Context: an optimization exercise on an open-source flow, tuned for small area, a short achievable clock period and few clock cycles per item. The choices shown serve that exercise and are no tape-out recipe.
Function was checked by simulation only, so behaviour that the tests miss may differ from the original.

==> run a: inputs <==
==> flow/design.v (excerpt) <==
module ecsm_processor(clk, rst, en_ecsm, done_ecsm, addr, doutb, dina, wea);
clock: 10.0 ns
lec_check: 0
cap_margin: 20
core_margin: 2
core_utilization: 40
slew_margin: 20
run.sh (not shown) runs the stock make flow with config.mk's settings and CLKGATE_MAP_FILE= SYNTH_SCRIPT=/design/flow/synth_recipe.tcl, a recipe that flattens the netlist after the stock synthesis.
==> inputs of run b, as changes to run a <==
--- a/flow/design.v
+++ b/flow/design.v
@@ -312,12 +312,12 @@
 input address_carryin;		 
 output [7:0] address;
 output reg [7:0] RdBase1, RdBase2;
 output [7:0] BasePointer;
 output [7:0] RdBase1_n, RdBase2_n;	 
-assign RdBase1_n = rst ? 8'd0 : (Baseen==2'd1) ? BasePointer : RdBase1;
-assign RdBase2_n = rst ? 8'd0 : (Baseen==2'd2) ? BasePointer : RdBase2;
+assign RdBase1_n = (Baseen==2'd1) ? BasePointer : RdBase1;
+assign RdBase2_n = (Baseen==2'd2) ? BasePointer : RdBase2;
 wire [7:0] BaseAddress;
 wire [5:0] Offset;
 ROM2 BASEPOINTER(ROMBaseSel, BasePointer);
 always @(posedge clk)
 begin
@@ -373,11 +373,12 @@
 reg [4:0] i, ia, jb, p, wc;
 reg whi;
 reg [1:0] slot;
 reg nxtA, bnd, podd, firstel;
 reg [1:0] wq;
-reg [7:0] addr_r;
+reg [7:0] addr_r, bD;
+reg s_mw0, s_mw1, s_wh;    
 reg we_r;
 reg [3:0] tag1, tag2;
 reg [1:0] gs1, gs2;      
 reg [1:0] n_bs, n_os;
 reg n_we;
@@ -486,11 +487,11 @@
       end
     end
     default: ;
   endcase
 end
-wire [7:0] n_base = (n_bs == B_A) ? baseA : (n_bs == B_B) ? baseB : (n_bs == B_D) ? baseD : TEMP;
+wire [7:0] n_base = (n_bs == B_A) ? baseA : (n_bs == B_B) ? baseB : (n_bs == B_D) ? bD : TEMP;
 wire [4:0] n_off = (n_os == O_IA) ? ia : (n_os == O_JB) ? jb : (n_os == O_I) ? i : wc;
 always @(posedge clk) begin
   if (rst) begin
     state <= S_IDLE;
     i <= 5'd0; slot <= 2'd0; p <= 5'd0; wc <= 5'd0; whi <= 1'b0;
@@ -498,10 +499,11 @@
     wq <= 2'd0;
   end else begin
     if (n_we) wc <= wc + 5'd1;
     case (state)
       S_IDLE: begin
+        bD <= baseD;
         case (mode)
           2'd0: begin state <= S_MUL; whi <= 1'b0; end
           2'd1: begin state <= S_SQP; whi <= 1'b0; ia <= 5'd16; jb <= 5'd0; end
           2'd2: begin state <= S_ADD; whi <= 1'b1; end
           default: begin state <= S_CPY; whi <= 1'b1; end
@@ -599,10 +601,13 @@
   if (rst) begin
     we_r <= 1'b0; tag1 <= T_NONE; tag2 <= T_NONE; gs1 <= 2'd0; gs2 <= 2'd0;
   end else begin
     we_r <= n_we; tag1 <= n_tag; tag2 <= tag1; gs1 <= n_gs; gs2 <= gs1;
   end
+  s_mw0 <= (n_tag == T_MW0);
+  s_mw1 <= (n_tag == T_MW1);
+  s_wh <= (n_tag == T_WH);
   addr_r <= n_base + {3'b000, n_off};
 end
 reg [15:0] W, X, SQ, Hm;
 reg [30:0] acc_e, acc_o;
 reg [10:0] G;
@@ -666,16 +671,14 @@
     acc_e <= rst ? 31'd0 : {16'd0, acc_o[30:16]};
     acc_o <= 31'd0;
   end
 end
 always @* begin
-  case (tag1)
-    T_MW0: dina = acc_e[15:0];
-    T_MW1: dina = acc_o[15:0] ^ {1'b0, acc_e[30:16]};
-    T_WH: dina = Hm;
-    default: dina = X;
-  endcase
+  if (s_mw0) dina = acc_e[15:0];
+  else if (s_mw1) dina = acc_o[15:0] ^ {1'b0, acc_e[30:16]};
+  else if (s_wh) dina = Hm;
+  else dina = X;
 end
 endmodule
 module inversion_rom(address, dout);
 input [3:0] address;
 output reg [7:0] dout;
@@ -908,11 +911,11 @@
 					nextstate <= 2'd3;
 			end	
 	default: nextstate <= 2'd0;
 	endcase
 end
-assign suspend_n = ~((instruction==3'd7) & (nextstate==2'd3) & ~rst);
+assign suspend_n = ~((instruction==3'd7) & (nextstate==2'd3));
 assign instruction_executed = move_to_done_state;
 endmodule
 module scalarconv_tnaf(clk, rst, suspend, Tbit_no_sign, b0_one, b1_zero, M4_out0, flag_adjustment,
 			rst_d_carry, en1, en2, clr1, clr2, sel1, sel2, sel3, sel6, sel7, Tbit_sign, mask, mask_d_en, enable_flag_adjustment,
 			add_sub, carry_en, lsb_en, lsb_en_mode, address_carryin, R1set, Cen, Cshift, terminal_condition,
@@ -1005,16 +1008,16 @@
 	else if(suspend)
 		state<=state;
 	else
 		state<=nextstate;
 end		
-wire [5:0] ns_eff = rst ? 6'd0 : (suspend ? state : nextstate);
+wire [5:0] ns_eff = suspend ? state : nextstate;
 wire [4:0] wc_n = clr_wc ? 5'd0 : (inc_wc ? word_counter + 1'b1 : word_counter);
 wire nwc_full = (wc_n == 5'd17);
 wire nwc_half = (wc_n == 5'd8);
 wire nwc_zero = (wc_n == 5'd0);
-wire [8:0] lc_n = rst_or_state_is30 ? 9'd0 :
+wire [8:0] lc_n = (state==6'd30) ? 9'd0 :
                   dec_length ? length_counter - 1'b1 :
                   ((state==6'd22 || state==6'd35) & wc_half) ? length_counter + 1'b1 : length_counter;
 reg n_en1, n_en2, n_clr1, n_clr2, n_clr_wc, n_inc_wc, n_dec_length, n_sel1, n_sel7, n_add_sub, n_lsb_en,
     n_R1set, n_Cen, n_Cshift, n_address_carryin, n_wea, n_mask_d_en;
 reg [2:0] n_BaseSel;
@@ -1023,18 +1026,27 @@
 assign SCOffset_n = (ns_eff>6'd37) ? lc_n[8:4] : wc_n;
 assign BaseSel_n = n_BaseSel;
 assign address_carryin_n = n_address_carryin;
 always @(posedge clk)
 begin
+	if(rst) begin	 
+	{en1, en2, clr1, clr2, clr_wc, inc_wc, dec_length, sel1, sel7, add_sub, lsb_en,
+	 R1set, Cen, Cshift, address_carryin, wea, mask_d_en} <= 17'b00111000000010000;
+	BaseSel <= 3'd0;
+	sel2 <= 2'd0;
+	carry_en <= 2'd0;
+	lsb_en_mode <= 1'b0;
+	end else begin
 	{en1, en2, clr1, clr2, clr_wc, inc_wc, dec_length, sel1, sel7, add_sub, lsb_en,
 	 R1set, Cen, Cshift, address_carryin, wea, mask_d_en} <=
 	{n_en1, n_en2, n_clr1, n_clr2, n_clr_wc, n_inc_wc, n_dec_length, n_sel1, n_sel7, n_add_sub, n_lsb_en,
 	 n_R1set, n_Cen, n_Cshift, n_address_carryin, n_wea, n_mask_d_en};
 	BaseSel <= n_BaseSel;
 	sel2 <= n_sel2;
 	carry_en <= n_carry_en;
 	lsb_en_mode <= n_lsb_en_mode;
+	end
 	SCOffset <= SCOffset_n;
 end
 always @*
 begin
 	case(ns_eff)
@@ -1561,11 +1573,11 @@
 instruction_decoder  INS_DEC(clk, rst, instruction_ready, Tbit_ready,
 				  instruction, op0, op1, op2, done_primitive, done_inversion,
 				  control_group3_ins, en_invert, suspend,
 				  instruction_executed, suspend_n);
 always @(posedge clk)
-	suspend_r <= suspend_n;
+	suspend_r <= rst | suspend_n;
 scalarconv_top	 SC(clk, rst, suspend_r, Tbit_no_sign, b0_one, b1_zero, M4_out0, flag_adjustment,
 	  	 rst_d_carry, control_group1_SC, control_group2_SC, wea_SC, address_carryin, BaseSel_SC, SCOffset,
 		 length_even, Tbit_ready, done_SC,
 		 state_SC, length_counter, Tbit_no_sign_n, BaseSel_n, SCOffset_n, address_carryin_n);
 inversion_new	IN(clk, ~en_invert, done_primitive,
==> flow/config.mk (replaced) <==
export PLATFORM = sky130hd
export DESIGN_NAME = ecsm_processor
export DESIGN_NICKNAME = ecsm_processor
export VERILOG_FILES = /design/flow/design.v
export SDC_FILE = /design/flow/constraint.sdc
export NUM_CORES = 4
export LEC_CHECK = 0
export ABC_AREA = 1
export CAP_MARGIN = 20
export CORE_MARGIN = 2
export CORE_UTILIZATION = 40
export SLEW_MARGIN = 20
==> summary.txt <==
----------------------------------------------------
[Status]
  Status ... timing/DRC/antenna clean

[Detailed routing]
  Routed length on met2 ... 47340 microns
  Top metal layer carrying routed signals ... met4

[Timing]
  Final critical delay including setup and external delays ... roughly 5.7 ns
  Worst-case headroom to the max-slew limit ... ~26%

[Cells and area]
  Number of signal-net buffers in the layout ... slightly below 90

[Logic synthesis]
  Number of instances in the synthesized netlist ... 4500

[Critical path]
  Worst path required time ... around 10 ns
  Register-to-Register Path Depth ... 27

[Die]
  Height of the chip ... between 200 and 300 microns

----------------------------------------------------
(the above is from run b)
==> summary.txt <==
----------------------------------------------------
[Status]
  Status ... timing/DRC/antenna clean

[Critical path]
  Register-to-Register Path Depth ... 19
  Worst path required time ... 10.53 ns

[Logic synthesis]
  Number of instances in the synthesized netlist ... between 3000 and 4000
  Async set-or-reset flop fraction in the synthesized netlist ... 0%

[Min path]
  Hold path cells ... 0

[Detailed routing]
  Number of routed nets with antenna violations ... 0
  Routed length on met2 ... approximately 42000 microns
  Top metal layer carrying routed signals ... met5

[Timing]
  Final critical delay including setup and external delays ... 6.470 ns
  Worst-case headroom to the max-slew limit ... a little under a quarter

[Cells and area]
  Seq_cells ... between 300 and 400
  Multi-input gate share of total cell area ... 59.93%
  Number of clock buffer instances in the layout ... 64

----------------------------------------------------
(the above is from run a)
Testbench counts of run a, summed over its fixed seeds: cycles 9,902,116, items 12.
Testbench counts of run b, summed over its fixed seeds: cycles 9,902,116, items 12.

-- separate check: timing with driven ports --
Ports are ideal in the flow. The routed layouts listed here were re-timed in OpenROAD.
Step 1 (the two cells are an assumption about what drives the block):
set clk [get_ports {clk}]
set_driving_cell -lib_cell sky130_fd_sc_hd__clkbuf_16 $clk
set_driving_cell -lib_cell sky130_fd_sc_hd__buf_2 [delete_from_list [all_inputs] $clk]
Step 2 moves the port delays by t, midway between the first and last clock arrival at a register: inputs arrive t later, outputs are due t later. That takes back most of the time a late clock gives input paths.
Three values: no drivers, after step 1, after step 2; two values: the first two.
| run | t (ns) | slack for setup (ns) | hold slack, ns | slew at the worst register clock pin (ns) | worst slew at a driven data input, ns |
|---|---|---|---|---|---|
| run a | 0.653 | 3.530 / 3.575 / 2.922 | 0.412 / 0.412 / 0.412 | 0.07 / 0.07 | 0.03 |
| run b | 0.661 | 4.300 / 4.342 / 3.681 | 0.394 / 0.394 / 0.394 | 0.07 / 0.07 | 0.04 |
After both steps every run listed still meets setup and hold. For run b, which loses most, drivers alone change the setup slack by +0.042 ns; drivers and shift together by -0.619 ns.
